From an optimization exercise on the open Yosys and OpenROAD flow, aimed at small area, a short achievable clock period and few clock cycles per item; shortcuts taken in it are not production practice. No run shown here included a check of the RTL's function; only the layout flow was run.

==> design/flow/design.v <==
module bmul (
    input wire [13:0] a,
    input wire [15:0] b,
    input wire neg,
    output wire [15:0] p
);
    wire [16:0] be = {b, 1'b0};
    wire [14:0] ae = {a[13], a};
    wire n0 = be[2] ^ neg;
    wire o0 = be[1] ^ be[0];
    wire t0 = (be[2] & ~be[1] & ~be[0]) | (~be[2] & be[1] & be[0]);
    wire p0_0 = (o0 & ae[0]) ^ n0;
    wire p0_1 = ((o0 & ae[1]) | (t0 & ae[0])) ^ n0;
    wire p0_2 = ((o0 & ae[2]) | (t0 & ae[1])) ^ n0;
    wire p0_3 = ((o0 & ae[3]) | (t0 & ae[2])) ^ n0;
    wire p0_4 = ((o0 & ae[4]) | (t0 & ae[3])) ^ n0;
    wire p0_5 = ((o0 & ae[5]) | (t0 & ae[4])) ^ n0;
    wire p0_6 = ((o0 & ae[6]) | (t0 & ae[5])) ^ n0;
    wire p0_7 = ((o0 & ae[7]) | (t0 & ae[6])) ^ n0;
    wire p0_8 = ((o0 & ae[8]) | (t0 & ae[7])) ^ n0;
    wire p0_9 = ((o0 & ae[9]) | (t0 & ae[8])) ^ n0;
    wire p0_10 = ((o0 & ae[10]) | (t0 & ae[9])) ^ n0;
    wire p0_11 = ((o0 & ae[11]) | (t0 & ae[10])) ^ n0;
    wire p0_12 = ((o0 & ae[12]) | (t0 & ae[11])) ^ n0;
    wire p0_13 = ((o0 & ae[13]) | (t0 & ae[12])) ^ n0;
    wire p0_14 = ~(((o0 & ae[14]) | (t0 & ae[13])) ^ n0);
    wire n1 = be[4] ^ neg;
    wire o1 = be[3] ^ be[2];
    wire t1 = (be[4] & ~be[3] & ~be[2]) | (~be[4] & be[3] & be[2]);
    wire p1_0 = (o1 & ae[0]) ^ n1;
    wire p1_1 = ((o1 & ae[1]) | (t1 & ae[0])) ^ n1;
    wire p1_2 = ((o1 & ae[2]) | (t1 & ae[1])) ^ n1;
    wire p1_3 = ((o1 & ae[3]) | (t1 & ae[2])) ^ n1;
    wire p1_4 = ((o1 & ae[4]) | (t1 & ae[3])) ^ n1;
    wire p1_5 = ((o1 & ae[5]) | (t1 & ae[4])) ^ n1;
    wire p1_6 = ((o1 & ae[6]) | (t1 & ae[5])) ^ n1;
    wire p1_7 = ((o1 & ae[7]) | (t1 & ae[6])) ^ n1;
    wire p1_8 = ((o1 & ae[8]) | (t1 & ae[7])) ^ n1;
    wire p1_9 = ((o1 & ae[9]) | (t1 & ae[8])) ^ n1;
    wire p1_10 = ((o1 & ae[10]) | (t1 & ae[9])) ^ n1;
    wire p1_11 = ((o1 & ae[11]) | (t1 & ae[10])) ^ n1;
    wire p1_12 = ((o1 & ae[12]) | (t1 & ae[11])) ^ n1;
    wire p1_13 = ((o1 & ae[13]) | (t1 & ae[12])) ^ n1;
    wire p1_14 = ~(((o1 & ae[14]) | (t1 & ae[13])) ^ n1);
    wire n2 = be[6] ^ neg;
    wire o2 = be[5] ^ be[4];
    wire t2 = (be[6] & ~be[5] & ~be[4]) | (~be[6] & be[5] & be[4]);
    wire p2_0 = (o2 & ae[0]) ^ n2;
    wire p2_1 = ((o2 & ae[1]) | (t2 & ae[0])) ^ n2;
    wire p2_2 = ((o2 & ae[2]) | (t2 & ae[1])) ^ n2;
    wire p2_3 = ((o2 & ae[3]) | (t2 & ae[2])) ^ n2;
    wire p2_4 = ((o2 & ae[4]) | (t2 & ae[3])) ^ n2;
    wire p2_5 = ((o2 & ae[5]) | (t2 & ae[4])) ^ n2;
    wire p2_6 = ((o2 & ae[6]) | (t2 & ae[5])) ^ n2;
    wire p2_7 = ((o2 & ae[7]) | (t2 & ae[6])) ^ n2;
    wire p2_8 = ((o2 & ae[8]) | (t2 & ae[7])) ^ n2;
    wire p2_9 = ((o2 & ae[9]) | (t2 & ae[8])) ^ n2;
    wire p2_10 = ((o2 & ae[10]) | (t2 & ae[9])) ^ n2;
    wire p2_11 = ((o2 & ae[11]) | (t2 & ae[10])) ^ n2;
    wire p2_12 = ((o2 & ae[12]) | (t2 & ae[11])) ^ n2;
    wire p2_13 = ((o2 & ae[13]) | (t2 & ae[12])) ^ n2;
    wire p2_14 = ~(((o2 & ae[14]) | (t2 & ae[13])) ^ n2);
    wire n3 = be[8] ^ neg;
    wire o3 = be[7] ^ be[6];
    wire t3 = (be[8] & ~be[7] & ~be[6]) | (~be[8] & be[7] & be[6]);
    wire p3_0 = (o3 & ae[0]) ^ n3;
    wire p3_1 = ((o3 & ae[1]) | (t3 & ae[0])) ^ n3;
    wire p3_2 = ((o3 & ae[2]) | (t3 & ae[1])) ^ n3;
    wire p3_3 = ((o3 & ae[3]) | (t3 & ae[2])) ^ n3;
    wire p3_4 = ((o3 & ae[4]) | (t3 & ae[3])) ^ n3;
    wire p3_5 = ((o3 & ae[5]) | (t3 & ae[4])) ^ n3;
    wire p3_6 = ((o3 & ae[6]) | (t3 & ae[5])) ^ n3;
    wire p3_7 = ((o3 & ae[7]) | (t3 & ae[6])) ^ n3;
    wire p3_8 = ((o3 & ae[8]) | (t3 & ae[7])) ^ n3;
    wire p3_9 = ((o3 & ae[9]) | (t3 & ae[8])) ^ n3;
    wire p3_10 = ((o3 & ae[10]) | (t3 & ae[9])) ^ n3;
    wire p3_11 = ((o3 & ae[11]) | (t3 & ae[10])) ^ n3;
    wire p3_12 = ((o3 & ae[12]) | (t3 & ae[11])) ^ n3;
    wire p3_13 = ((o3 & ae[13]) | (t3 & ae[12])) ^ n3;
    wire p3_14 = ~(((o3 & ae[14]) | (t3 & ae[13])) ^ n3);
    wire n4 = be[10] ^ neg;
    wire o4 = be[9] ^ be[8];
    wire t4 = (be[10] & ~be[9] & ~be[8]) | (~be[10] & be[9] & be[8]);
    wire p4_0 = (o4 & ae[0]) ^ n4;
    wire p4_1 = ((o4 & ae[1]) | (t4 & ae[0])) ^ n4;
    wire p4_2 = ((o4 & ae[2]) | (t4 & ae[1])) ^ n4;
    wire p4_3 = ((o4 & ae[3]) | (t4 & ae[2])) ^ n4;
    wire p4_4 = ((o4 & ae[4]) | (t4 & ae[3])) ^ n4;
    wire p4_5 = ((o4 & ae[5]) | (t4 & ae[4])) ^ n4;
    wire p4_6 = ((o4 & ae[6]) | (t4 & ae[5])) ^ n4;
    wire p4_7 = ((o4 & ae[7]) | (t4 & ae[6])) ^ n4;
    wire p4_8 = ((o4 & ae[8]) | (t4 & ae[7])) ^ n4;
    wire p4_9 = ((o4 & ae[9]) | (t4 & ae[8])) ^ n4;
    wire p4_10 = ((o4 & ae[10]) | (t4 & ae[9])) ^ n4;
    wire p4_11 = ((o4 & ae[11]) | (t4 & ae[10])) ^ n4;
    wire p4_12 = ((o4 & ae[12]) | (t4 & ae[11])) ^ n4;
    wire p4_13 = ((o4 & ae[13]) | (t4 & ae[12])) ^ n4;
    wire p4_14 = ~(((o4 & ae[14]) | (t4 & ae[13])) ^ n4);
    wire n5 = be[12] ^ neg;
    wire o5 = be[11] ^ be[10];
    wire t5 = (be[12] & ~be[11] & ~be[10]) | (~be[12] & be[11] & be[10]);
    wire p5_0 = (o5 & ae[0]) ^ n5;
    wire p5_1 = ((o5 & ae[1]) | (t5 & ae[0])) ^ n5;
    wire p5_2 = ((o5 & ae[2]) | (t5 & ae[1])) ^ n5;
    wire p5_3 = ((o5 & ae[3]) | (t5 & ae[2])) ^ n5;
    wire p5_4 = ((o5 & ae[4]) | (t5 & ae[3])) ^ n5;
    wire p5_5 = ((o5 & ae[5]) | (t5 & ae[4])) ^ n5;
    wire p5_6 = ((o5 & ae[6]) | (t5 & ae[5])) ^ n5;
    wire p5_7 = ((o5 & ae[7]) | (t5 & ae[6])) ^ n5;
    wire p5_8 = ((o5 & ae[8]) | (t5 & ae[7])) ^ n5;
    wire p5_9 = ((o5 & ae[9]) | (t5 & ae[8])) ^ n5;
    wire p5_10 = ((o5 & ae[10]) | (t5 & ae[9])) ^ n5;
    wire p5_11 = ((o5 & ae[11]) | (t5 & ae[10])) ^ n5;
    wire p5_12 = ((o5 & ae[12]) | (t5 & ae[11])) ^ n5;
    wire p5_13 = ((o5 & ae[13]) | (t5 & ae[12])) ^ n5;
    wire p5_14 = ~(((o5 & ae[14]) | (t5 & ae[13])) ^ n5);
    wire n6 = be[14] ^ neg;
    wire o6 = be[13] ^ be[12];
    wire t6 = (be[14] & ~be[13] & ~be[12]) | (~be[14] & be[13] & be[12]);
    wire p6_0 = (o6 & ae[0]) ^ n6;
    wire p6_1 = ((o6 & ae[1]) | (t6 & ae[0])) ^ n6;
    wire p6_2 = ((o6 & ae[2]) | (t6 & ae[1])) ^ n6;
    wire p6_3 = ((o6 & ae[3]) | (t6 & ae[2])) ^ n6;
    wire p6_4 = ((o6 & ae[4]) | (t6 & ae[3])) ^ n6;
    wire p6_5 = ((o6 & ae[5]) | (t6 & ae[4])) ^ n6;
    wire p6_6 = ((o6 & ae[6]) | (t6 & ae[5])) ^ n6;
    wire p6_7 = ((o6 & ae[7]) | (t6 & ae[6])) ^ n6;
    wire p6_8 = ((o6 & ae[8]) | (t6 & ae[7])) ^ n6;
    wire p6_9 = ((o6 & ae[9]) | (t6 & ae[8])) ^ n6;
    wire p6_10 = ((o6 & ae[10]) | (t6 & ae[9])) ^ n6;
    wire p6_11 = ((o6 & ae[11]) | (t6 & ae[10])) ^ n6;
    wire p6_12 = ((o6 & ae[12]) | (t6 & ae[11])) ^ n6;
    wire p6_13 = ((o6 & ae[13]) | (t6 & ae[12])) ^ n6;
    wire p6_14 = ~(((o6 & ae[14]) | (t6 & ae[13])) ^ n6);
    wire n7 = be[16] ^ neg;
    wire o7 = be[15] ^ be[14];
    wire t7 = (be[16] & ~be[15] & ~be[14]) | (~be[16] & be[15] & be[14]);
    wire p7_0 = (o7 & ae[0]) ^ n7;
    wire p7_1 = ((o7 & ae[1]) | (t7 & ae[0])) ^ n7;
    wire p7_2 = ((o7 & ae[2]) | (t7 & ae[1])) ^ n7;
    wire p7_3 = ((o7 & ae[3]) | (t7 & ae[2])) ^ n7;
    wire p7_4 = ((o7 & ae[4]) | (t7 & ae[3])) ^ n7;
    wire p7_5 = ((o7 & ae[5]) | (t7 & ae[4])) ^ n7;
    wire p7_6 = ((o7 & ae[6]) | (t7 & ae[5])) ^ n7;
    wire p7_7 = ((o7 & ae[7]) | (t7 & ae[6])) ^ n7;
    wire p7_8 = ((o7 & ae[8]) | (t7 & ae[7])) ^ n7;
    wire p7_9 = ((o7 & ae[9]) | (t7 & ae[8])) ^ n7;
    wire p7_10 = ((o7 & ae[10]) | (t7 & ae[9])) ^ n7;
    wire p7_11 = ((o7 & ae[11]) | (t7 & ae[10])) ^ n7;
    wire p7_12 = ((o7 & ae[12]) | (t7 & ae[11])) ^ n7;
    wire w1 = 1'b1 ^ n7;
    wire w2 = 1'b1 & n7;
    wire w3 = n5 ^ p0_10;
    wire w4 = n5 & p0_10;
    wire w5 = p0_11 ^ p1_9;
    wire w6 = p0_11 & p1_9;
    wire w7 = n6 ^ p0_12 ^ p1_10;
    wire w8 = (n6 & p0_12) | (n6 & p1_10) | (p0_12 & p1_10);
    wire w9 = p2_8 ^ p3_6;
    wire w10 = p2_8 & p3_6;
    wire w11 = p0_13 ^ p1_11 ^ p2_9;
    wire w12 = (p0_13 & p1_11) | (p0_13 & p2_9) | (p1_11 & p2_9);
    wire w13 = p3_7 ^ p4_5;
    wire w14 = p3_7 & p4_5;
    wire w15 = w1 ^ p0_14 ^ p1_12;
    wire w16 = (w1 & p0_14) | (w1 & p1_12) | (p0_14 & p1_12);
    wire w17 = p2_10 ^ p3_8 ^ p4_6;
    wire w18 = (p2_10 & p3_8) | (p2_10 & p4_6) | (p3_8 & p4_6);
    wire w19 = p5_4 ^ p6_2;
    wire w20 = p5_4 & p6_2;
    wire w21 = 1'b1 ^ w2 ^ p1_13;
    wire w22 = (1'b1 & w2) | (1'b1 & p1_13) | (w2 & p1_13);
    wire w23 = p2_11 ^ p3_9 ^ p4_7;
    wire w24 = (p2_11 & p3_9) | (p2_11 & p4_7) | (p3_9 & p4_7);
    wire w25 = p5_5 ^ p6_3 ^ p7_1;
    wire w26 = (p5_5 & p6_3) | (p5_5 & p7_1) | (p6_3 & p7_1);
    wire w27 = p1_14 ^ p2_12 ^ p3_10;
    wire w28 = (p1_14 & p2_12) | (p1_14 & p3_10) | (p2_12 & p3_10);
    wire w29 = p4_8 ^ p5_6 ^ p6_4;
    wire w30 = (p4_8 & p5_6) | (p4_8 & p6_4) | (p5_6 & p6_4);
    wire w31 = 1'b1 ^ p2_13 ^ p3_11;
    wire w32 = (1'b1 & p2_13) | (1'b1 & p3_11) | (p2_13 & p3_11);
    wire w33 = p4_9 ^ p5_7;
    wire w34 = p4_9 & p5_7;
    wire w35 = p2_14 ^ p3_12 ^ p4_10;
    wire w36 = (p2_14 & p3_12) | (p2_14 & p4_10) | (p3_12 & p4_10);
    wire w37 = 1'b1 ^ p3_13;
    wire w38 = 1'b1 & p3_13;
    wire w39 = n3 ^ p0_6;
    wire w40 = n3 & p0_6;
    wire w41 = p0_7 ^ p1_5;
    wire w42 = p0_7 & p1_5;
    wire w43 = n4 ^ p0_8 ^ p1_6;
    wire w44 = (n4 & p0_8) | (n4 & p1_6) | (p0_8 & p1_6);
    wire w45 = p2_4 ^ p3_2;
    wire w46 = p2_4 & p3_2;
    wire w47 = p0_9 ^ p1_7 ^ p2_5;
    wire w48 = (p0_9 & p1_7) | (p0_9 & p2_5) | (p1_7 & p2_5);
    wire w49 = p3_3 ^ p4_1;
    wire w50 = p3_3 & p4_1;
    wire w51 = p1_8 ^ p2_6 ^ p3_4;
    wire w52 = (p1_8 & p2_6) | (p1_8 & p3_4) | (p2_6 & p3_4);
    wire w53 = p4_2 ^ p5_0 ^ w3;
    wire w54 = (p4_2 & p5_0) | (p4_2 & w3) | (p5_0 & w3);
    wire w55 = p2_7 ^ p3_5 ^ p4_3;
    wire w56 = (p2_7 & p3_5) | (p2_7 & p4_3) | (p3_5 & p4_3);
    wire w57 = p5_1 ^ w4 ^ w5;
    wire w58 = (p5_1 & w4) | (p5_1 & w5) | (w4 & w5);
    wire w59 = p4_4 ^ p5_2 ^ p6_0;
    wire w60 = (p4_4 & p5_2) | (p4_4 & p6_0) | (p5_2 & p6_0);
    wire w61 = w6 ^ w9 ^ w7;
    wire w62 = (w6 & w9) | (w6 & w7) | (w9 & w7);
    wire w63 = p5_3 ^ p6_1 ^ w10;
    wire w64 = (p5_3 & p6_1) | (p5_3 & w10) | (p6_1 & w10);
    wire w65 = w13 ^ w8 ^ w11;
    wire w66 = (w13 & w8) | (w13 & w11) | (w8 & w11);
    wire w67 = p7_0 ^ w14 ^ w19;
    wire w68 = (p7_0 & w14) | (p7_0 & w19) | (w14 & w19);
    wire w69 = w12 ^ w15 ^ w17;
    wire w70 = (w12 & w15) | (w12 & w17) | (w15 & w17);
    wire w71 = w20 ^ w16 ^ w18;
    wire w72 = (w20 & w16) | (w20 & w18) | (w16 & w18);
    wire w73 = w21 ^ w23 ^ w25;
    wire w74 = (w21 & w23) | (w21 & w25) | (w23 & w25);
    wire w75 = p7_2 ^ w22 ^ w24;
    wire w76 = (p7_2 & w22) | (p7_2 & w24) | (w22 & w24);
    wire w77 = w26 ^ w27 ^ w29;
    wire w78 = (w26 & w27) | (w26 & w29) | (w27 & w29);
    wire w79 = p6_5 ^ p7_3 ^ w33;
    wire w80 = (p6_5 & p7_3) | (p6_5 & w33) | (p7_3 & w33);
    wire w81 = w28 ^ w30 ^ w31;
    wire w82 = (w28 & w30) | (w28 & w31) | (w30 & w31);
    wire w83 = p5_8 ^ p6_6 ^ p7_4;
    wire w84 = (p5_8 & p6_6) | (p5_8 & p7_4) | (p6_6 & p7_4);
    wire w85 = w34 ^ w32 ^ w35;
    wire w86 = (w34 & w32) | (w34 & w35) | (w32 & w35);
    wire w87 = p4_11 ^ p5_9 ^ p6_7;
    wire w88 = (p4_11 & p5_9) | (p4_11 & p6_7) | (p5_9 & p6_7);
    wire w89 = p7_5 ^ w37 ^ w36;
    wire w90 = (p7_5 & w37) | (p7_5 & w36) | (w37 & w36);
    wire w91 = p3_14 ^ p4_12 ^ p5_10;
    wire w92 = (p3_14 & p4_12) | (p3_14 & p5_10) | (p4_12 & p5_10);
    wire w93 = p6_8 ^ p7_6 ^ w38;
    wire w94 = (p6_8 & p7_6) | (p6_8 & w38) | (p7_6 & w38);
    wire w95 = 1'b1 ^ p4_13 ^ p5_11;
    wire w96 = (1'b1 & p4_13) | (1'b1 & p5_11) | (p4_13 & p5_11);
    wire w97 = p6_9 ^ p7_7;
    wire w98 = p6_9 & p7_7;
    wire w99 = p4_14 ^ p5_12 ^ p6_10;
    wire w100 = (p4_14 & p5_12) | (p4_14 & p6_10) | (p5_12 & p6_10);
    wire w101 = 1'b1 ^ p5_13;
    wire w102 = 1'b1 & p5_13;
    wire w103 = n2 ^ p0_4;
    wire w104 = n2 & p0_4;
    wire w105 = p0_5 ^ p1_3;
    wire w106 = p0_5 & p1_3;
    wire w107 = p1_4 ^ p2_2 ^ p3_0;
    wire w108 = (p1_4 & p2_2) | (p1_4 & p3_0) | (p2_2 & p3_0);
    wire w109 = p2_3 ^ p3_1 ^ w40;
    wire w110 = (p2_3 & p3_1) | (p2_3 & w40) | (p3_1 & w40);
    wire w111 = p4_0 ^ w42 ^ w45;
    wire w112 = (p4_0 & w42) | (p4_0 & w45) | (w42 & w45);
    wire w113 = w46 ^ w49 ^ w44;
    wire w114 = (w46 & w49) | (w46 & w44) | (w49 & w44);
    wire w115 = w50 ^ w48 ^ w51;
    wire w116 = (w50 & w48) | (w50 & w51) | (w48 & w51);
    wire w117 = w52 ^ w55 ^ w54;
    wire w118 = (w52 & w55) | (w52 & w54) | (w55 & w54);
    wire w119 = w56 ^ w59 ^ w58;
    wire w120 = (w56 & w59) | (w56 & w58) | (w59 & w58);
    wire w121 = w60 ^ w63 ^ w62;
    wire w122 = (w60 & w63) | (w60 & w62) | (w63 & w62);
    wire w123 = w64 ^ w67 ^ w66;
    wire w124 = (w64 & w67) | (w64 & w66) | (w67 & w66);
    wire w125 = w68 ^ w70 ^ w71;
    wire w126 = (w68 & w70) | (w68 & w71) | (w70 & w71);
    wire w127 = w72 ^ w74 ^ w75;
    wire w128 = (w72 & w74) | (w72 & w75) | (w74 & w75);
    wire w129 = w79 ^ w76 ^ w78;
    wire w130 = (w79 & w76) | (w79 & w78) | (w76 & w78);
    wire w131 = w83 ^ w80 ^ w82;
    wire w132 = (w83 & w80) | (w83 & w82) | (w80 & w82);
    wire w133 = w84 ^ w87 ^ w86;
    wire w134 = (w84 & w87) | (w84 & w86) | (w87 & w86);
    wire w135 = w88 ^ w91 ^ w93;
    wire w136 = (w88 & w91) | (w88 & w93) | (w91 & w93);
    wire w137 = w97 ^ w92 ^ w95;
    wire w138 = (w97 & w92) | (w97 & w95) | (w92 & w95);
    wire w139 = p7_8 ^ w98 ^ w96;
    wire w140 = (p7_8 & w98) | (p7_8 & w96) | (w98 & w96);
    wire w141 = p6_11 ^ p7_9 ^ w101;
    wire w142 = (p6_11 & p7_9) | (p6_11 & w101) | (p7_9 & w101);
    wire w143 = p5_14 ^ p6_12 ^ p7_10;
    wire w144 = (p5_14 & p6_12) | (p5_14 & p7_10) | (p6_12 & p7_10);
    wire w145 = 1'b1 ^ p6_13;
    wire w146 = 1'b1 & p6_13;
    wire w147 = n1 ^ p0_2;
    wire w148 = n1 & p0_2;
    wire w149 = p0_3 ^ p1_1;
    wire w150 = p0_3 & p1_1;
    wire w151 = p1_2 ^ p2_0 ^ w103;
    wire w152 = (p1_2 & p2_0) | (p1_2 & w103) | (p2_0 & w103);
    wire w153 = p2_1 ^ w104 ^ w105;
    wire w154 = (p2_1 & w104) | (p2_1 & w105) | (w104 & w105);
    wire w155 = w106 ^ w39 ^ w107;
    wire w156 = (w106 & w39) | (w106 & w107) | (w39 & w107);
    wire w157 = w41 ^ w108 ^ w109;
    wire w158 = (w41 & w108) | (w41 & w109) | (w108 & w109);
    wire w159 = w43 ^ w110 ^ w111;
    wire w160 = (w43 & w110) | (w43 & w111) | (w110 & w111);
    wire w161 = w47 ^ w112 ^ w113;
    wire w162 = (w47 & w112) | (w47 & w113) | (w112 & w113);
    wire w163 = w53 ^ w114 ^ w115;
    wire w164 = (w53 & w114) | (w53 & w115) | (w114 & w115);
    wire w165 = w57 ^ w116 ^ w117;
    wire w166 = (w57 & w116) | (w57 & w117) | (w116 & w117);
    wire w167 = w61 ^ w118 ^ w119;
    wire w168 = (w61 & w118) | (w61 & w119) | (w118 & w119);
    wire w169 = w65 ^ w120 ^ w121;
    wire w170 = (w65 & w120) | (w65 & w121) | (w120 & w121);
    wire w171 = w69 ^ w122 ^ w123;
    wire w172 = (w69 & w122) | (w69 & w123) | (w122 & w123);
    wire w173 = w73 ^ w124 ^ w125;
    wire w174 = (w73 & w124) | (w73 & w125) | (w124 & w125);
    wire w175 = w77 ^ w126 ^ w127;
    wire w176 = (w77 & w126) | (w77 & w127) | (w126 & w127);
    wire w177 = w81 ^ w128 ^ w129;
    wire w178 = (w81 & w128) | (w81 & w129) | (w128 & w129);
    wire w179 = w85 ^ w130 ^ w131;
    wire w180 = (w85 & w130) | (w85 & w131) | (w130 & w131);
    wire w181 = w89 ^ w132 ^ w133;
    wire w182 = (w89 & w132) | (w89 & w133) | (w132 & w133);
    wire w183 = w90 ^ w135 ^ w134;
    wire w184 = (w90 & w135) | (w90 & w134) | (w135 & w134);
    wire w185 = w94 ^ w137 ^ w136;
    wire w186 = (w94 & w137) | (w94 & w136) | (w137 & w136);
    wire w187 = w99 ^ w138 ^ w139;
    wire w188 = (w99 & w138) | (w99 & w139) | (w138 & w139);
    wire w189 = w100 ^ w141 ^ w140;
    wire w190 = (w100 & w141) | (w100 & w140) | (w141 & w140);
    wire w191 = w102 ^ w143 ^ w142;
    wire w192 = (w102 & w143) | (w102 & w142) | (w143 & w142);
    wire w193 = p7_11 ^ w145 ^ w144;
    wire w194 = (p7_11 & w145) | (p7_11 & w144) | (w145 & w144);
    wire w195 = p6_14 ^ p7_12 ^ w146;
    wire w196 = (p6_14 & p7_12) | (p6_14 & w146) | (p7_12 & w146);
    wire [26:0] sx = {w194, w192, w190, w188, w186, w184, w182, w180, w178, w176, w174, w172, w170, w168, w166, w164, w162, w160, w158, w156, w154, w152, w150, w148, w147, p0_1, n0};
    wire [26:0] sy = {w195, w193, w191, w189, w187, w185, w183, w181, w179, w177, w175, w173, w171, w169, w167, w165, w163, w161, w159, w157, w155, w153, w151, w149, p1_0, 1'b0, p0_0};
    wire [26:0] sum = sx + sy;
    assign p = sum[26:11];
endmodule
module pre85 (
    input wire [14:0] X2,
    output wire [9:0] u1
);
    wire w1 = X2[0] ^ X2[2];
    wire w2 = X2[0] & X2[2];
    wire w3 = X2[1] ^ X2[3];
    wire w4 = X2[1] & X2[3];
    wire w5 = X2[2] ^ X2[4];
    wire w6 = X2[2] & X2[4];
    wire w7 = X2[3] ^ X2[5];
    wire w8 = X2[3] & X2[5];
    wire w9 = X2[4] ^ X2[6];
    wire w10 = X2[4] & X2[6];
    wire w11 = X2[5] ^ X2[7];
    wire w12 = X2[5] & X2[7];
    wire w13 = X2[6] ^ X2[8];
    wire w14 = X2[6] & X2[8];
    wire w15 = X2[7] ^ X2[9];
    wire w16 = X2[7] & X2[9];
    wire w17 = X2[8] ^ X2[10];
    wire w18 = X2[8] & X2[10];
    wire w19 = X2[0] ^ X2[2];
    wire w20 = X2[0] & X2[2];
    wire w21 = X2[1] ^ X2[3];
    wire w22 = X2[1] & X2[3];
    wire w23 = X2[4] ^ X2[6] ^ X2[0];
    wire w24 = (X2[4] & X2[6]) | (X2[4] & X2[0]) | (X2[6] & X2[0]);
    wire w25 = X2[5] ^ X2[7] ^ w2;
    wire w26 = (X2[5] & X2[7]) | (X2[5] & w2) | (X2[7] & w2);
    wire w27 = X2[6] ^ X2[8] ^ w4;
    wire w28 = (X2[6] & X2[8]) | (X2[6] & w4) | (X2[8] & w4);
    wire w29 = X2[7] ^ X2[9] ^ w6;
    wire w30 = (X2[7] & X2[9]) | (X2[7] & w6) | (X2[9] & w6);
    wire w31 = X2[8] ^ X2[10] ^ w8;
    wire w32 = (X2[8] & X2[10]) | (X2[8] & w8) | (X2[10] & w8);
    wire w33 = X2[9] ^ X2[11] ^ w10;
    wire w34 = (X2[9] & X2[11]) | (X2[9] & w10) | (X2[11] & w10);
    wire w35 = X2[10] ^ X2[12] ^ w12;
    wire w36 = (X2[10] & X2[12]) | (X2[10] & w12) | (X2[12] & w12);
    wire w37 = X2[11] ^ X2[13] ^ w14;
    wire w38 = (X2[11] & X2[13]) | (X2[11] & w14) | (X2[13] & w14);
    wire w39 = X2[12] ^ X2[14] ^ w16;
    wire w40 = (X2[12] & X2[14]) | (X2[12] & w16) | (X2[14] & w16);
    wire w41 = X2[9] ^ X2[11] ^ X2[13];
    wire w42 = (X2[9] & X2[11]) | (X2[9] & X2[13]) | (X2[11] & X2[13]);
    wire w43 = X2[10] ^ X2[12];
    wire w44 = X2[10] & X2[12];
    wire w45 = X2[0] ^ X2[2];
    wire w46 = X2[0] & X2[2];
    wire w47 = X2[1] ^ X2[3];
    wire w48 = X2[1] & X2[3];
    wire w49 = X2[4] ^ X2[0] ^ w19;
    wire w50 = (X2[4] & X2[0]) | (X2[4] & w19) | (X2[0] & w19);
    wire w51 = X2[5] ^ w20 ^ w21;
    wire w52 = (X2[5] & w20) | (X2[5] & w21) | (w20 & w21);
    wire w53 = w22 ^ w1 ^ w23;
    wire w54 = (w22 & w1) | (w22 & w23) | (w1 & w23);
    wire w55 = w3 ^ w24 ^ w25;
    wire w56 = (w3 & w24) | (w3 & w25) | (w24 & w25);
    wire w57 = w5 ^ w26 ^ w27;
    wire w58 = (w5 & w26) | (w5 & w27) | (w26 & w27);
    wire w59 = w7 ^ w28 ^ w29;
    wire w60 = (w7 & w28) | (w7 & w29) | (w28 & w29);
    wire w61 = w9 ^ w30 ^ w31;
    wire w62 = (w9 & w30) | (w9 & w31) | (w30 & w31);
    wire w63 = w11 ^ w32 ^ w33;
    wire w64 = (w11 & w32) | (w11 & w33) | (w32 & w33);
    wire w65 = w13 ^ w34 ^ w35;
    wire w66 = (w13 & w34) | (w13 & w35) | (w34 & w35);
    wire w67 = w15 ^ w36 ^ w37;
    wire w68 = (w15 & w36) | (w15 & w37) | (w36 & w37);
    wire w69 = w17 ^ w38 ^ w39;
    wire w70 = (w17 & w38) | (w17 & w39) | (w38 & w39);
    wire w71 = w18 ^ w41 ^ w40;
    wire w72 = (w18 & w41) | (w18 & w40) | (w41 & w40);
    wire w73 = X2[14] ^ w43 ^ w42;
    wire w74 = (X2[14] & w43) | (X2[14] & w42) | (w43 & w42);
    wire w75 = X2[11] ^ X2[13] ^ w44;
    wire w76 = (X2[11] & X2[13]) | (X2[11] & w44) | (X2[13] & w44);
    wire w77 = X2[12] ^ X2[14];
    wire w78 = X2[12] & X2[14];
    wire w79 = X2[0] & X2[0];
    wire w80 = X2[0] ^ X2[0];
    wire w81 = w45 & X2[0];
    wire w82 = w45 ^ X2[0];
    wire w83 = w46 & w47;
    wire w84 = w46 ^ w47;
    wire w85 = w48 & w49;
    wire w86 = w48 ^ w49;
    wire w87 = w50 & w51;
    wire w88 = w50 ^ w51;
    wire w89 = w52 & w53;
    wire w90 = w52 ^ w53;
    wire w91 = w54 & w55;
    wire w92 = w54 ^ w55;
    wire w93 = w56 & w57;
    wire w94 = w56 ^ w57;
    wire w95 = w58 & w59;
    wire w96 = w58 ^ w59;
    wire w97 = w60 & w61;
    wire w98 = w60 ^ w61;
    wire w99 = w62 & w63;
    wire w100 = w62 ^ w63;
    wire w101 = w64 & w65;
    wire w102 = w64 ^ w65;
    wire w103 = w66 & w67;
    wire w104 = w66 ^ w67;
    wire w105 = w68 & w69;
    wire w106 = w68 ^ w69;
    wire w107 = w70 & w71;
    wire w108 = w70 ^ w71;
    wire w109 = w72 & w73;
    wire w110 = w72 ^ w73;
    wire w111 = w74 & w75;
    wire w112 = w74 ^ w75;
    wire w113 = w76 & w77;
    wire w114 = w76 ^ w77;
    wire w115 = w78 & X2[13];
    wire w116 = w78 ^ X2[13];
    wire w117 = X2[1] & w79;
    wire w118 = w83 | (w84 & w81);
    wire w119 = w84 & w82;
    wire w120 = w87 | (w88 & w85);
    wire w121 = w88 & w86;
    wire w122 = w91 | (w92 & w89);
    wire w123 = w92 & w90;
    wire w124 = w95 | (w96 & w93);
    wire w125 = w96 & w94;
    wire w126 = w99 | (w100 & w97);
    wire w127 = w100 & w98;
    wire w128 = w103 | (w104 & w101);
    wire w129 = w104 & w102;
    wire w130 = w107 | (w108 & w105);
    wire w131 = w108 & w106;
    wire w132 = w111 | (w112 & w109);
    wire w133 = w112 & w110;
    wire w134 = w115 | (w116 & w113);
    wire w135 = w116 & w114;
    wire w136 = w81 | (w82 & w117);
    wire w137 = w118 | (w119 & w117);
    wire w138 = w89 | (w90 & w120);
    wire w139 = w90 & w121;
    wire w140 = w122 | (w123 & w120);
    wire w141 = w123 & w121;
    wire w142 = w97 | (w98 & w124);
    wire w143 = w98 & w125;
    wire w144 = w126 | (w127 & w124);
    wire w145 = w127 & w125;
    wire w146 = w105 | (w106 & w128);
    wire w147 = w106 & w129;
    wire w148 = w130 | (w131 & w128);
    wire w149 = w131 & w129;
    wire w150 = w113 | (w114 & w132);
    wire w151 = w114 & w133;
    wire w152 = w134 | (w135 & w132);
    wire w153 = w135 & w133;
    wire w154 = w85 | (w86 & w137);
    wire w155 = w120 | (w121 & w137);
    wire w156 = w138 | (w139 & w137);
    wire w157 = w140 | (w141 & w137);
    wire w158 = w101 | (w102 & w144);
    wire w159 = w102 & w145;
    wire w160 = w128 | (w129 & w144);
    wire w161 = w129 & w145;
    wire w162 = w146 | (w147 & w144);
    wire w163 = w147 & w145;
    wire w164 = w148 | (w149 & w144);
    wire w165 = w149 & w145;
    wire w166 = X2[14] & w152;
    wire w167 = X2[14] & w153;
    wire w168 = w93 | (w94 & w157);
    wire w169 = w124 | (w125 & w157);
    wire w170 = w142 | (w143 & w157);
    wire w171 = w144 | (w145 & w157);
    wire w172 = w158 | (w159 & w157);
    wire w173 = w160 | (w161 & w157);
    wire w174 = w162 | (w163 & w157);
    wire w175 = w164 | (w165 & w157);
    wire w176 = w109 | (w110 & w175);
    wire w177 = w132 | (w133 & w175);
    wire w178 = w150 | (w151 & w175);
    wire w179 = w152 | (w153 & w175);
    wire w180 = w166 | (w167 & w175);
    wire w181 = w100 ^ w170;
    wire w182 = w102 ^ w171;
    wire w183 = w104 ^ w172;
    wire w184 = w106 ^ w173;
    wire w185 = w108 ^ w174;
    wire w186 = w110 ^ w175;
    wire w187 = w112 ^ w176;
    wire w188 = w114 ^ w177;
    wire w189 = w116 ^ w178;
    wire w190 = X2[14] ^ w179;
    assign u1 = {w190, w189, w188, w187, w186, w185, w184, w183, w182, w181};
endmodule
module pre2 (
    input wire [13:0] T,
    input wire s,
    output wire [8:0] q
);
    wire [13:0] Tn = T ^ {14{~s}};
    wire sx = ~s & Tn[13];
    wire m3 = ~s & Tn[0];
    wire m4 = s ? T[0] : Tn[1];
    wire m5 = s ? T[1] : Tn[2];
    wire m6 = s ? T[2] : Tn[3];
    wire m7 = s ? T[3] : Tn[4];
    wire m8 = s ? T[4] : Tn[5];
    wire m9 = s ? T[5] : Tn[6];
    wire m10 = s ? T[6] : Tn[7];
    wire m11 = s ? T[7] : Tn[8];
    wire m12 = s ? T[8] : Tn[9];
    wire m13 = s ? T[9] : Tn[10];
    wire m14 = s ? T[10] : Tn[11];
    wire m15 = s ? T[11] : Tn[12];
    wire m16 = s ? T[12] : Tn[13];
    wire m17 = s ? T[13] : sx;
    wire w1 = s ^ ~s;
    wire w2 = s & ~s;
    wire w3 = s ^ m4;
    wire w4 = s & m4;
    wire w5 = s ^ m5;
    wire w6 = s & m5;
    wire w7 = s ^ m6;
    wire w8 = s & m6;
    wire w9 = s ^ m7;
    wire w10 = s & m7;
    wire w11 = s ^ m8;
    wire w12 = s & m8;
    wire w13 = s ^ ~s;
    wire w14 = s & ~s;
    wire w15 = s ^ Tn[1];
    wire w16 = s & Tn[1];
    wire w17 = s ^ Tn[2];
    wire w18 = s & Tn[2];
    wire w19 = m3 ^ Tn[3] ^ w1;
    wire w20 = (m3 & Tn[3]) | (m3 & w1) | (Tn[3] & w1);
    wire w21 = Tn[4] ^ w2 ^ w3;
    wire w22 = (Tn[4] & w2) | (Tn[4] & w3) | (w2 & w3);
    wire w23 = Tn[5] ^ w4 ^ w5;
    wire w24 = (Tn[5] & w4) | (Tn[5] & w5) | (w4 & w5);
    wire w25 = Tn[6] ^ w6 ^ w7;
    wire w26 = (Tn[6] & w6) | (Tn[6] & w7) | (w6 & w7);
    wire w27 = Tn[7] ^ w8 ^ w9;
    wire w28 = (Tn[7] & w8) | (Tn[7] & w9) | (w8 & w9);
    wire w29 = Tn[8] ^ w10 ^ w11;
    wire w30 = (Tn[8] & w10) | (Tn[8] & w11) | (w10 & w11);
    wire w31 = m9 ^ Tn[9] ^ w12;
    wire w32 = (m9 & Tn[9]) | (m9 & w12) | (Tn[9] & w12);
    wire w33 = m10 ^ Tn[10];
    wire w34 = m10 & Tn[10];
    wire w35 = m11 ^ Tn[11];
    wire w36 = m11 & Tn[11];
    wire w37 = m12 ^ Tn[12];
    wire w38 = m12 & Tn[12];
    wire w39 = m13 ^ Tn[13];
    wire w40 = m13 & Tn[13];
    wire w41 = m14 ^ sx;
    wire w42 = m14 & sx;
    wire w43 = m15 ^ sx;
    wire w44 = m15 & sx;
    wire w45 = m16 ^ sx;
    wire w46 = m16 & sx;
    wire w47 = m17 ^ sx;
    wire w48 = m17 & sx;
    wire w49 = w13 & Tn[0];
    wire w50 = w13 ^ Tn[0];
    wire w51 = w14 & w15;
    wire w52 = w14 ^ w15;
    wire w53 = w16 & w17;
    wire w54 = w16 ^ w17;
    wire w55 = w18 & w19;
    wire w56 = w18 ^ w19;
    wire w57 = w20 & w21;
    wire w58 = w20 ^ w21;
    wire w59 = w22 & w23;
    wire w60 = w22 ^ w23;
    wire w61 = w24 & w25;
    wire w62 = w24 ^ w25;
    wire w63 = w26 & w27;
    wire w64 = w26 ^ w27;
    wire w65 = w28 & w29;
    wire w66 = w28 ^ w29;
    wire w67 = w30 & w31;
    wire w68 = w30 ^ w31;
    wire w69 = w32 & w33;
    wire w70 = w32 ^ w33;
    wire w71 = w34 & w35;
    wire w72 = w34 ^ w35;
    wire w73 = w36 & w37;
    wire w74 = w36 ^ w37;
    wire w75 = w38 & w39;
    wire w76 = w38 ^ w39;
    wire w77 = w40 & w41;
    wire w78 = w40 ^ w41;
    wire w79 = w42 & w43;
    wire w80 = w42 ^ w43;
    wire w81 = w44 & w45;
    wire w82 = w44 ^ w45;
    wire w83 = w46 & w47;
    wire w84 = w46 ^ w47;
    wire w85 = w51 | (w52 & w49);
    wire w86 = w55 | (w56 & w53);
    wire w87 = w56 & w54;
    wire w88 = w59 | (w60 & w57);
    wire w89 = w60 & w58;
    wire w90 = w63 | (w64 & w61);
    wire w91 = w64 & w62;
    wire w92 = w67 | (w68 & w65);
    wire w93 = w68 & w66;
    wire w94 = w71 | (w72 & w69);
    wire w95 = w72 & w70;
    wire w96 = w75 | (w76 & w73);
    wire w97 = w76 & w74;
    wire w98 = w79 | (w80 & w77);
    wire w99 = w80 & w78;
    wire w100 = w83 | (w84 & w81);
    wire w101 = w84 & w82;
    wire w102 = w53 | (w54 & w85);
    wire w103 = w86 | (w87 & w85);
    wire w104 = w61 | (w62 & w88);
    wire w105 = w62 & w89;
    wire w106 = w90 | (w91 & w88);
    wire w107 = w91 & w89;
    wire w108 = w69 | (w70 & w92);
    wire w109 = w70 & w93;
    wire w110 = w94 | (w95 & w92);
    wire w111 = w95 & w93;
    wire w112 = w77 | (w78 & w96);
    wire w113 = w78 & w97;
    wire w114 = w98 | (w99 & w96);
    wire w115 = w99 & w97;
    wire w116 = w57 | (w58 & w103);
    wire w117 = w88 | (w89 & w103);
    wire w118 = w104 | (w105 & w103);
    wire w119 = w106 | (w107 & w103);
    wire w120 = w73 | (w74 & w110);
    wire w121 = w74 & w111;
    wire w122 = w96 | (w97 & w110);
    wire w123 = w97 & w111;
    wire w124 = w112 | (w113 & w110);
    wire w125 = w113 & w111;
    wire w126 = w114 | (w115 & w110);
    wire w127 = w115 & w111;
    wire w128 = w65 | (w66 & w119);
    wire w129 = w92 | (w93 & w119);
    wire w130 = w108 | (w109 & w119);
    wire w131 = w110 | (w111 & w119);
    wire w132 = w120 | (w121 & w119);
    wire w133 = w122 | (w123 & w119);
    wire w134 = w124 | (w125 & w119);
    wire w135 = w126 | (w127 & w119);
    wire w136 = w81 | (w82 & w135);
    wire w137 = w100 | (w101 & w135);
    wire w138 = w68 ^ w128;
    wire w139 = w70 ^ w129;
    wire w140 = w72 ^ w130;
    wire w141 = w74 ^ w131;
    wire w142 = w76 ^ w132;
    wire w143 = w78 ^ w133;
    wire w144 = w80 ^ w134;
    wire w145 = w82 ^ w135;
    wire w146 = w84 ^ w136;
    assign q = {w146, w145, w144, w143, w142, w141, w140, w139, w138};
endmodule
module main (
    input wire [15:0] v, x,
    input wire clk, reset, start,
    output wire done,
    output wire [15:0] final_result
);
    reg [5:0] p;
    reg done_r;
    reg [14:0] X2;
    reg [13:0] T;
    reg [15:0] F;
    wire [9:0] u1;
    pre85 p85 (.X2(X2), .u1(u1));
    wire [8:0] a23;
    pre2 p23 (.T(T), .s(p[2]), .q(a23));
    wire [8:0] t9 = T[8:0];
    wire k1 = (t9 != 9'd0), k2 = (t9 >= 9'd90), k3 = (t9 >= 9'd179);
    wire k4 = (t9 >= 9'd268), k5 = (t9 >= 9'd357), k6 = (t9 >= 9'd446);
    wire [2:0] a4 = {k4, (k2 & ~k4) | k6, (k1 & ~k2) | (k3 & ~k4) | (k5 & ~k6)};
    wire [13:0] ra = p[1] ? 14'd2048 : F[13:0];
    wire [13:0] rb = p[1] ? {1'b1, ~X2[14:1]} : T;
    wire [14:0] rc;
    wire [13:0] acc_n;
    assign rc[0] = p[1] & ~X2[0];
    genvar i;
    generate
        for (i = 0; i < 14; i = i + 1) begin : rip
            assign acc_n[i] = ra[i] ^ rb[i] ^ rc[i];
            assign rc[i+1] = (ra[i] & rb[i]) | (ra[i] & rc[i]) | (rb[i] & rc[i]);
        end
    endgenerate
    wire [13:0] accf = F[13:0] + T;
    wire [13:0] A = ({14{p[0]}} & x[13:0]) | ({14{p[1]}} & {4'b0, u1}) |
                    ({14{p[2] | p[3]}} & {5'b0, a23}) | ({14{p[4]}} & {11'b0, a4}) |
                    ({14{p[5]}} & accf);
    wire [15:0] B = ({16{p[0]}} & {{2{x[13]}}, x[13:0]}) | ({16{p[5]}} & v) |
                    ({16{~p[0] & ~p[5]}} & {1'b0, X2});
    wire [15:0] P;
    bmul mul (.a(A), .b(B), .neg(p[2] | p[4]), .p(P));
    always @(posedge clk) begin
        if (reset) begin
            p <= 6'b000001;
            done_r <= 1'b0;
        end else begin
            if (p[0]) begin
                if (start) begin p <= 6'b000010; done_r <= 1'b0; end
            end else begin
                p <= {p[4:0], p[5]};
                if (p[5]) done_r <= 1'b1;
            end
        end
    end
    always @(posedge clk) begin
        if (p[0]) X2 <= P[14:0];
        T <= P[13:0];
        if (p[5]) F <= P;
        else if (!p[0]) F[13:0] <= acc_n;
    end
    assign done = done_r;
    assign final_result = F;
endmodule
==> design/flow/flow/run.sh <==
#!/bin/bash
# The standard layout (standard.sh) with two changes:
#  - the ports get plain buf_2 buffers instead of the delay cells buffer_ports
#    picks by default (every port still gets its buffer);
#  - after the standard synthesis, flow/polopt.py chooses the polarity of each
#    full-adder cell (a full adder is self-dual) so that fewer inverters are
#    needed between adder cells, and rebuilds a half adder from plain gates
#    (xnor2, nand2) where its outputs are wanted inverted. Registers and their
#    names are untouched.
# Each tool's output goes to its own log file in this folder.
set -euo pipefail
export BUFFER_PORTS_ARGS="-buffer_cell sky130_fd_sc_hd__buf_2"
RES="$PWD/orfs/results/sky130hd/main/base"
bash standard.sh "$RES/1_2_yosys.v" > synth.log 2>&1
python3 flow/polopt.py "$RES/1_2_yosys.v" "$RES/1_2_yosys_pol.v" > polopt.log 2>&1
mv "$RES/1_2_yosys_pol.v" "$RES/1_2_yosys.v"
bash standard.sh > standard_flow.log 2>&1
==> design/flow/flow/polopt.py <==
#!/usr/bin/env python3
"""Full-adder polarity pass for a Yosys gate netlist (one flat module).

A full adder is self-dual: FA(~a,~b,~c) = (~sum, ~cout). Yosys's adder
extraction leaves inverters between adder cells; this pass chooses, for each
sky130 fa cell, whether to use it in inverted form so that as few inverters as
possible are needed, then rebuilds the inverters (one per signal and polarity).
The logic function of every net that is a port or a register input is unchanged.

usage: polopt.py IN.v OUT.v
"""
import re, sys
from collections import defaultdict

src = open(sys.argv[1]).read()
m = re.search(r'module\s+(\w+)\s*\((.*?)\);(.*)endmodule', src, re.S)
top, portlist, body = m.group(1), m.group(2), m.group(3)

# statements: declarations and cell instances
cell_re = re.compile(r'\s*(sky130_fd_sc_hd__\w+)\s+(\S+)\s*\((.*?)\);', re.S)
decl_re = re.compile(r'\s*(input|output|inout|wire)\b[^;]*;', re.S)
pin_re = re.compile(r'\.(\w+)\(\s*([^()]*?)\s*\)')

stmts = []
pos = 0
decls = []
cells = []
for mm in re.finditer(r'[^;]*;', body, re.S):
    st = mm.group(0)
    if decl_re.fullmatch(st):
        decls.append(st.strip())
    else:
        cm = cell_re.fullmatch(st)
        if not cm:
            if st.strip():
                raise SystemExit("unparsed statement: " + st.strip()[:200])
            continue
        pins = dict(pin_re.findall(cm.group(3)))
        cells.append([cm.group(1), cm.group(2), pins])

OUTPINS = {'X', 'Y', 'Q', 'Q_N', 'SUM', 'COUT', 'HI', 'LO'}
def is_inv(t):
    return re.match(r'sky130_fd_sc_hd__(clk)?inv_\d+$', t) is not None
def is_fa(t):
    return re.match(r'sky130_fd_sc_hd__fa_\d+$', t) is not None

outputs = set()
for d in decls:
    if d.startswith('output'):
        mm = re.match(r'output\s*(\[(\d+):(\d+)\])?\s*(\w+)\s*;', d)
        if mm.group(1):
            hi, lo = int(mm.group(2)), int(mm.group(3))
            for i in range(min(hi, lo), max(hi, lo) + 1):
                outputs.add(f"{mm.group(4)}[{i}]")
        else:
            outputs.add(mm.group(4))

# driver map
drv = {}
for c in cells:
    for p, n in c[2].items():
        if p in OUTPINS:
            drv[n] = c
inv_of = {}   # inverter output net -> input net
for c in cells:
    if is_inv(c[0]):
        inv_of[c[2]['Y']] = c[2]['A']

def root(n):
    """(root net, polarity): n == root ^ pol"""
    pol = 0
    while n in inv_of:
        n = inv_of[n]
        pol ^= 1
    return n, pol

# inverters that drive an output port stay as they are (their net names are fixed)
keep_inv = set()
for c in cells:
    if is_inv(c[0]) and c[2]['Y'] in outputs:
        keep_inv.add(c[1])

fas = [c for c in cells if is_fa(c[0])]
fa_of_out = {}
for c in fas:
    fa_of_out[c[2]['SUM']] = c
    fa_of_out[c[2]['COUT']] = c

# consumers: every input pin of a non-inverter cell (and kept inverters), wanting (root, pol)
cons = []   # [cell, pin, root, pol]
for c in cells:
    if is_inv(c[0]) and c[1] not in keep_inv:
        continue
    for p, n in c[2].items():
        if p in OUTPINS or n == '':
            continue
        r, q = root(n)
        cons.append([c, p, r, q])
cons_by_root = defaultdict(list)
for k in cons:
    cons_by_root[k[2]].append(k)

flip = {c[1]: 0 for c in fas}
def is_const(r):
    return r in ("1'h0", "1'h1", "1'b0", "1'b1")

def phys_pol(r):
    c = fa_of_out.get(r)
    return flip[c[1]] if c is not None else 0

def need(k):
    """polarity (relative to the root's function) this consumer needs"""
    c = k[0]
    return k[3] ^ (flip[c[1]] if is_fa(c[0]) else 0)

def root_cost(r):
    if is_const(r):
        return 0
    pp = phys_pol(r)
    return 1 if any(need(k) != pp for k in cons_by_root[r]) else 0

def local_roots(c):
    rs = set()
    for p in ('A', 'B', 'CIN'):
        rs.add(root(c[2][p])[0])
    rs.add(c[2]['SUM']); rs.add(c[2]['COUT'])
    return rs

total0 = sum(root_cost(r) for r in cons_by_root)
improved = True
rounds = 0
while improved and rounds < 50:
    improved = False
    rounds += 1
    for c in fas:
        rs = local_roots(c)
        before = sum(root_cost(r) for r in rs)
        flip[c[1]] ^= 1
        after = sum(root_cost(r) for r in rs)
        if after < before:
            improved = True
        else:
            flip[c[1]] ^= 1
total1 = sum(root_cost(r) for r in cons_by_root)
ninv0 = sum(1 for c in cells if is_inv(c[0]))
sys.stderr.write(f"polopt: {ninv0} inverters before; signals needing an inverter {total0} -> {total1}; "
                 f"{sum(flip.values())} of {len(fas)} adders flipped\n")

# half adders whose outputs are wanted inverted: build them from plain gates
# (xnor2 / nand2 give the inverted sum / carry directly), when that is smaller
def is_ha(t):
    return re.match(r'sky130_fd_sc_hd__ha_\d+$', t) is not None
ha_remap = {}   # HA cell name -> {'SUM': set(pols), 'COUT': set(pols)}
for c in cells:
    if not is_ha(c[0]):
        continue
    needs = {}
    for p in ('SUM', 'COUT'):
        r = c[2].get(p, '')
        needs[p] = {need(k) for k in cons_by_root.get(r, [])} if r else set()
    # area: ha 12.5, inv 3.75, xor2/xnor2 8.76, and2 6.26, nand2 3.75
    keep = 12.51 + 3.75 * (1 in needs['SUM']) + 3.75 * (1 in needs['COUT'])
    if len(needs['SUM']) > 1 or len(needs['COUT']) > 1:
        continue
    gates = 0.0
    gates += 8.76 if needs['SUM'] else 0.0
    gates += (3.75 if needs['COUT'] == {1} else 6.26) if needs['COUT'] else 0.0
    if gates < keep:
        ha_remap[c[1]] = needs

# rebuild
new_cells = []
inv_net = {}
newwires = []
def inverted(r):
    if r in ("1'h0", "1'b0"):
        return "1'h1"
    if r in ("1'h1", "1'b1"):
        return "1'h0"
    if r not in inv_net:
        nm = f"_polinv{len(inv_net)}_"
        inv_net[r] = nm
        newwires.append(nm)
        new_cells.append(['sky130_fd_sc_hd__inv_1', f"_polinv_cell{len(inv_net)}_", {'A': r, 'Y': nm}])
    return inv_net[r]

gate_out = {}   # (root net, polarity) -> replacement net driven by a plain gate
pending = []    # plain gates replacing half adders; built once the adders' inputs are rewired
for c in cells:
    if is_inv(c[0]) and c[1] not in keep_inv:
        continue
    if c[1] in ha_remap:
        needs = ha_remap[c[1]]
        for p, pols in needs.items():
            if not pols:
                continue
            pol = next(iter(pols))
            nm = f"_polg{len(gate_out)}_"
            newwires.append(nm)
            gate_out[(c[2][p], pol)] = nm
            pending.append((c, p, pol, nm, len(gate_out)))
        continue
    new_cells.append(c)
for k in cons:
    c, p, r, q = k
    want = need(k)
    if (r, want) in gate_out:
        c[2][p] = gate_out[(r, want)]
    else:
        c[2][p] = r if want == phys_pol(r) else inverted(r)
for c, p, pol, nm, i in pending:
    a, b = c[2]['A'], c[2]['B']
    if p == 'SUM':
        t = 'sky130_fd_sc_hd__xnor2_1' if pol else 'sky130_fd_sc_hd__xor2_1'
    else:
        t = 'sky130_fd_sc_hd__nand2_1' if pol else 'sky130_fd_sc_hd__and2_1'
    new_cells.append([t, f"_polg_cell{i}_", {'A': a, 'B': b, ('Y' if pol else 'X'): nm}])
# a flipped adder keeps its output nets: they now carry the inverted function, which
# phys_pol accounts for; every consumer was rewired above.

out = [f"module {top}({portlist});"]
out += ["  " + d for d in decls]
out += [f"  wire {w};" for w in newwires]
for t, nm, pins in new_cells:
    pl = ",\n".join(f"    .{p}({n}{' ' if n.startswith(chr(92)) else ''})" for p, n in pins.items())
    out.append(f"  {t} {nm} (\n{pl}\n  );")
out.append("endmodule")
open(sys.argv[2], 'w').write("\n".join(out) + "\n")
==> design/flow/standard.sh <==
#!/bin/bash
# synth_recipe.tcl (not shown) runs the flow's synth.tcl, then flattens the netlist and writes it again
# the make line also repeats each setting of config.mk as NAME=value (left out here)
make -C /OpenROAD-flow-scripts/flow DESIGN_CONFIG=/design/flow/config.mk WORK_HOME=/design/flow/orfs CLKGATE_MAP_FILE= SYNTH_SCRIPT=/design/flow/synth_recipe.tcl "${@:-finish}"
==> design/flow/config.mk <==
export PLATFORM = sky130hd
export DESIGN_NAME = main
export DESIGN_NICKNAME = main
export VERILOG_FILES = /design/flow/design.v
export SDC_FILE = /design/flow/constraint.sdc
export NUM_CORES = 4
export LEC_CHECK = 0
export ABC_AREA = 1
export CAP_MARGIN = 20
export CORE_MARGIN = 2
export CORE_UTILIZATION = 40
export SETUP_SLACK_MARGIN = 3.5
export SLEW_MARGIN = 20
==> design/flow/constraint.sdc <==
create_clock -name core_clock -period 13.0 [get_ports {clk}]
set_input_delay 2.6000 -clock core_clock [delete_from_list [all_inputs] [get_ports {clk}]]
set_output_delay 2.6000 -clock core_clock [all_outputs]
set_load 0.01 [all_outputs]
==> results of run 1 <==
-- sequential cells by signal, summed over array words and instances, names as in the netlist --
signal,cells
p,6
T,14
X2,15
done_r,1
F,16
-- placed cells by master (no fill, tap or decap), drive strengths merged, types with 4 or more instances in the layout --
cell type  instances
fa               119
nand2            541
o21a               8
ha                99
inv              206
a31oi              4
o21ai             89
nor3              17
nand4              7
xor2             103
nand3b             5
a21oi             84
edfxtp            31
or2               15
nor2             108
buf               60
nand3            100
a21o               5
clkbuf             6
and2              17
o22ai             48
xnor2             11
dfxtp             21
-- worst max-delay path, delay by kind of cell (launching register included) --
| family | cells | cell delay, ps |
|---|---|---|
| XOR/XNOR | 2 | 380 |
| adder cells (fa/ha/maj) | 10 | 4260 |
| AND/OR/NAND/NOR | 19 | 2100 |
| buffers and inverters | 4 | 270 |
| flip-flops | 1 | 610 |
| AO/OA/AOI/OAI | 4 | 650 |
-- path summary, 6_finish.rpt --
path / from / to / slack [ps] / cells past startpoint
worst max-delay path: X2[4]$_DFFE_PP_ / F[7]$_DFFE_PP_ / 4440 / 39
worst min register to register: done_r$_SDFFE_PP0P_ / done_r$_SDFFE_PP0P_ / 450 / 2
worst max register to register: X2[4]$_DFFE_PP_ / F[7]$_DFFE_PP_ / 4440 / 39
worst min-delay path: done_r$_SDFFE_PP0P_ / done_r$_SDFFE_PP0P_ / 450 / 2
-- layer usage --
layer | track usage, % | wire length (um)
met1 | 36.2 | 17800
met2 | 41.0 | 17400
met3 | 4.79 | 3400
met4 | 7.16 | 1130
met5 | 0 | 0
-- metrics by stage --
stage	setup WS (ps)	area, um2	util (%)	hold slack, ps
3_3_place_gp	4130	12500	42.5	439
6_report	4440	12700	43.0	447
5_1_grt	3820	12700	43.0	461
4_1_cts	3970	12700	43.0	450
3_5_place_dp	4010	12500	42.5	439
2_1_floorplan	5300	11900	-	471
-- area by class of cell --
| class | instances | area [um2] | area share (%) |
|---|---|---|---|
| timing repair buffer | 60 | 328 | 2.58 |
| inverter | 205 | 769 | 6.07 |
| multi-input combinational | 1400 | 9600 | 75.7 |
| clock inverter | 2 | 13.8 | 0.108 |
| clock buffer | 6 | 129 | 1.02 |
| sequential | 52 | 1350 | 10.7 |
| tap | 390 | 488 | 3.85 |
==> run notes, run 1 <==
- Outcome: finished clean
- Syn Nets: 1,948
- Resized Gates After CTS: 0
- Synthesized cell area: 11,900 um2
- Total congestion overflow: 0
- CTS sink count: 52
- GPL Wtd Cong: 0.948
- Setup TNS: 0 ps
- CP Max Fanout: 16
- IO buf count: 49
- Gr usage total: 25.9%
- H-tree level count: 2
- Max-Cap Viols: 0
- Root Driver: clkbuf_16
- DR vias: 11,480
- Synth warn: 1
- Top Ports: 52
- Placed insts: 2,107
- Number of global-route vias before repair: 11,091
- Slowest cell on the critical path: edfxtp_1
- Max clock buf depth: 2
- Final Hold Fails: 0
- Cts bufs inserted: 5
- Die X: 177 um
- CORE AREA: 29,500 um2
- Initial drt markers: 1,087
- Setup Buffers After CTS: 0
- Worst endpoint required time: 13,040 ps
- Worst Path Arrival: 8600 ps
- Pin count of the biggest net entering global routing: 54
- Router iterations before antenna repair: 5
- Max_slew headroom: 40.2%
- Crit share post-route: 65.9%
- Drt wl/cell: 18.8 um
- Setup crit end kind: flip-flop
- Hold_buf cts: 0
- Die Y: 177 um
- Synth-to-layout area growth: 6.22%
- Crit path top cell by count: nand2_1
- Row count: 63
- Post-Layout Cell Count: 2,115
- Worst slew pin tran: 892 ps
- Worst-skew pair later-pin latency: 310 ps
- Cells after Synth: 1,695
- CP Launch Type: flip-flop
- Setup violations, final: 0
- # diodes: 0
- Final clock skew: 5.09 ps
- Fillers: 3,085
- Layout cell share with drive strength beyond 1: 8.17%
- Vias per cell: 5.43
- Critical Setup Path Class: reg -> reg
- Total wire length: 39,700 um
- Initial antenna violation count: 0
- Max Slew Vio Count: 0
- Fmax: 0.117 GHz
- Tightest Hold Check Type: reg -> reg
- DIE AREA: 31,300 um2
- DRC: 0
- Min Clock Period, post-route: 8560 ps
- Initial Utilization: 40.5%
- Worst-path clk slew: 70 ps
- Final ANT Viol Nets: 0
- Layout Nets: 1,977
- CTS tree: done
- Synth Area per Inst: 7.05 um2
- Critical Path Max Stage Delay: 610 ps
- RSZ-0062 raised after global routing: no
- HPWL after DPL: 32,100 um
- First-pass GRT wire length: 62,100 um
==> run 2, diff against run 1 <==
--- a/design/flow/config.mk
+++ b/design/flow/config.mk
@@ -9,5 +9,5 @@
 export CAP_MARGIN = 20
 export CORE_MARGIN = 2
 export CORE_UTILIZATION = 40
-export SETUP_SLACK_MARGIN = 3.5
+export SETUP_SLACK_MARGIN = 4.0
 export SLEW_MARGIN = 20
==> run 2 against run 1 <==
Net effect: global-route usage unchanged; highest routed layer unchanged; die area unchanged; utilization up 0.22 points; setup slack better by 70 ps; cell area up 0.50%; register-to-register slack better by 70 ps; still clean; largest cell class unchanged; maximum frequency up 0.83%; critical endpoint is now X2[13]$_DFFE_PP_; sequential cell count unchanged; via count up 0.28%.
==> run notes, run 2 <==
- RSZ-0062 raised after global routing: no
- Fin util: 43.2% (+0.22 points)
- Vias per cell: 5.43 (about the same)
- Gr usage total: 25.9% (unchanged)
- H-tree level count: 2 (unchanged)
- Setup TNS: 0 ps (unchanged)
- Synth-to-layout area growth: 6.76%
- Max-Cap Viols: 0 (unchanged)
- Layout Nets: 1,984 (+0.35%)
- Worst endpoint required time: 13,060 ps (+20 ps)
- Syn Nets: 1,948 (unchanged)
- Die Y: 177 um (unchanged)
- Worst slew pin tran: 875 ps (-17.2 ps)
- Most common cell after layout, fill and taps aside: nand2_1
- Placed insts: 2,107 (unchanged)
- Worst Path Arrival: 8550 ps (-50 ps)
- Hold_buf cts: 0 (unchanged)
- CTS sink count: 52 (unchanged)
- Most frequent cells in the layout: nand2_1, inv_1, fa_1
- Final ANT Viol Nets: 0 (unchanged)
- Top reg by flops: F
- Layout cell share with drive strength beyond 1: 8.66% (+0.49 points)
- Total wire length: 40,000 um (+0.64%)
- Tightest Hold Check Type: reg -> reg
- Worst-skew pair later-pin latency: 300 ps (about the same)
- Cells after Synth: 1,695 (unchanged)
- Max FFs per register: 16 (unchanged)
- Initial drt markers: 1,118 (+2.9%)
- Post-Layout Cell Count: 2,122 (+0.33%)
- Max clock buf depth: 2 (unchanged)
- Post-Route Hold Slack: 447 ps (-0.157 ps)
- Drt wl/cell: 18.8 um (+0.31%)
- Crit share post-route: 65.3% (-0.54 points)
- DIE AREA: 31,300 um2 (unchanged)
- Initial antenna violation count: 0 (unchanged)
- Setup violations, final: 0 (unchanged)
- CTS tree: done
- Pin count of the biggest net entering global routing: 54 (unchanged)
- Total congestion overflow: 0 (unchanged)
- Final clock skew: 3.69 ps (-1.40 ps)
- Outcome: finished clean
- Number of global-route vias before repair: 11,091 (unchanged)
- HPWL after DPL: 32,100 um (unchanged)
- Fmax: 0.118 GHz (+0.83%)
- Max_slew headroom: 41.5% (+1.4 points)
- Die X: 177 um (unchanged)
- Synth Area per Inst: 7.05 um2 (unchanged)
- Min Clock Period, post-route: 8490 ps (-70.2 ps)
- Worst-path clk slew: 70 ps (about the same)
- Critical Setup Path Class: reg -> reg
- DRC: 0 (unchanged)
- Top Registers: F (16), X2 (15), T (14)
- Slowest cell on the critical path: edfxtp_1
- Max Slew Vio Count: 0 (unchanged)
- # diodes: 0 (unchanged)
- Synth warn: 1 (unchanged)
- IO buf count: 49 (unchanged)
- CP Launch Type: flip-flop
- CP Max Fanout: 16 (unchanged)
- CORE AREA: 29,500 um2 (unchanged)
- Root Driver: clkbuf_16
- DR vias: 11,512 (+0.28%)
- First-pass GRT wire length: 62,100 um (unchanged)
- Top Ports: 52 (unchanged)
- Setup crit end kind: flip-flop
- Initial Utilization: 40.5% (unchanged)
- Synthesized cell area: 11,900 um2 (unchanged)
- Critical Path Max Stage Delay: 560 ps (-50 ps)
- Cts bufs inserted: 5 (unchanged)
- GPL Wtd Cong: 0.948 (unchanged)
- Row count: 63 (unchanged)
- Final Hold Fails: 0 (unchanged)
- Router iterations before antenna repair: 6 (+1)
-- run 2: cell count changes in the layout (fill, tap and decap cells not counted) --
cell,delta
dfxtp_4,+1
xor2_2,+1
buf_4,+6
clkinvlp_4,+1
xor2_1,-1
dfxtp_2,-1
inv_1,-1
clkinvlp_2,+1
-- run 2: worst paths after layout --
kind	from	to	slack [ps]	depth (start not counted)
max	X2[4]$_DFFE_PP_	X2[13]$_DFFE_PP_	4510	36
min	done_r$_SDFFE_PP0P_	done_r$_SDFFE_PP0P_	450	2
max reg2reg	X2[4]$_DFFE_PP_	X2[13]$_DFFE_PP_	4510	36
min reg2reg	done_r$_SDFFE_PP0P_	done_r$_SDFFE_PP0P_	450	2
-- run 2: critical path, delay by kind of cell, from the launching register on --
family	cells	cell delay (ps)
flops	1	560
compound gates	6	1180
buf+inv	3	180
xor+xnor	1	160
simple gates	16	1900
fa+ha+maj	10	4230
-- run 2: per-stage QoR --
step	cell area (um2)	setup WS, ps
2_1_floorplan	11900	5300
3_3_place_gp	12500	4130
4_1_cts	12700	4450
3_5_place_dp	12500	4010
6_report	12700	4510
5_1_grt	12700	4020
-- run 2: routing by layer --
metal	up-vias	global-route usage, %	wire length (um)
li1	5541	-	-
met1	5430	36.2	18000
met2	476	41.0	17600
met3	65	4.79	3310
met4	0	7.16	1060
met5	-	0	0
-- run 2: area by class of cell --
| class | instances | area (um2) |
|---|---|---|
| clock buffer | 6 | 129 |
| clock inverter | 2 | 13.8 |
| fill | 3079 | 16700 |
| inverter | 205 | 773 |
| multi-input combinational | 1400 | 9610 |
| sequential | 52 | 1360 |
| tap | 390 | 488 |
| timing repair buffer | 66 | 373 |
| timing repair inverter | 1 | 5.00 |
-- run 2: timing repair --
item / in CTS / in global routing
resized for setup: 1 / 3
setup buffers: 0 / 6
gates cloned: 0 / 1
setup endpoints to repair: 2 / 5

-- separate check: timing with driven ports --
The flow's constraints put no driver on any port. The routed layouts listed below were extracted and timed again, unchanged, in two steps.
Step 1: set_driving_cell puts a clkbuf_16 on clk and a buf_2 on each other input, an assumption about the parent block.
Step 2 also shifts input and output timing later by t, the mid clock arrival at the registers, as if the neighbouring blocks saw the same clock.
Three values: ideal ports, drivers, drivers and shift; two values: the first two.
| run | shift t [ns] | slack for setup (ns) | worst register clock-pin slew, ns | worst slew at a driven data input, ns |
|---|---|---|---|---|
| run 1 | 0.335 | 4.436 / 4.436 / 4.185 | 0.07 / 0.07 | 0.06 |
| run 2 | 0.334 | 4.506 / 4.506 / 4.210 | 0.07 / 0.07 | 0.06 |
After both steps every run listed still meets setup and hold. For run 2, which loses most, drivers alone change the setup slack by 0.000 ns; drivers and shift together by -0.296 ns.
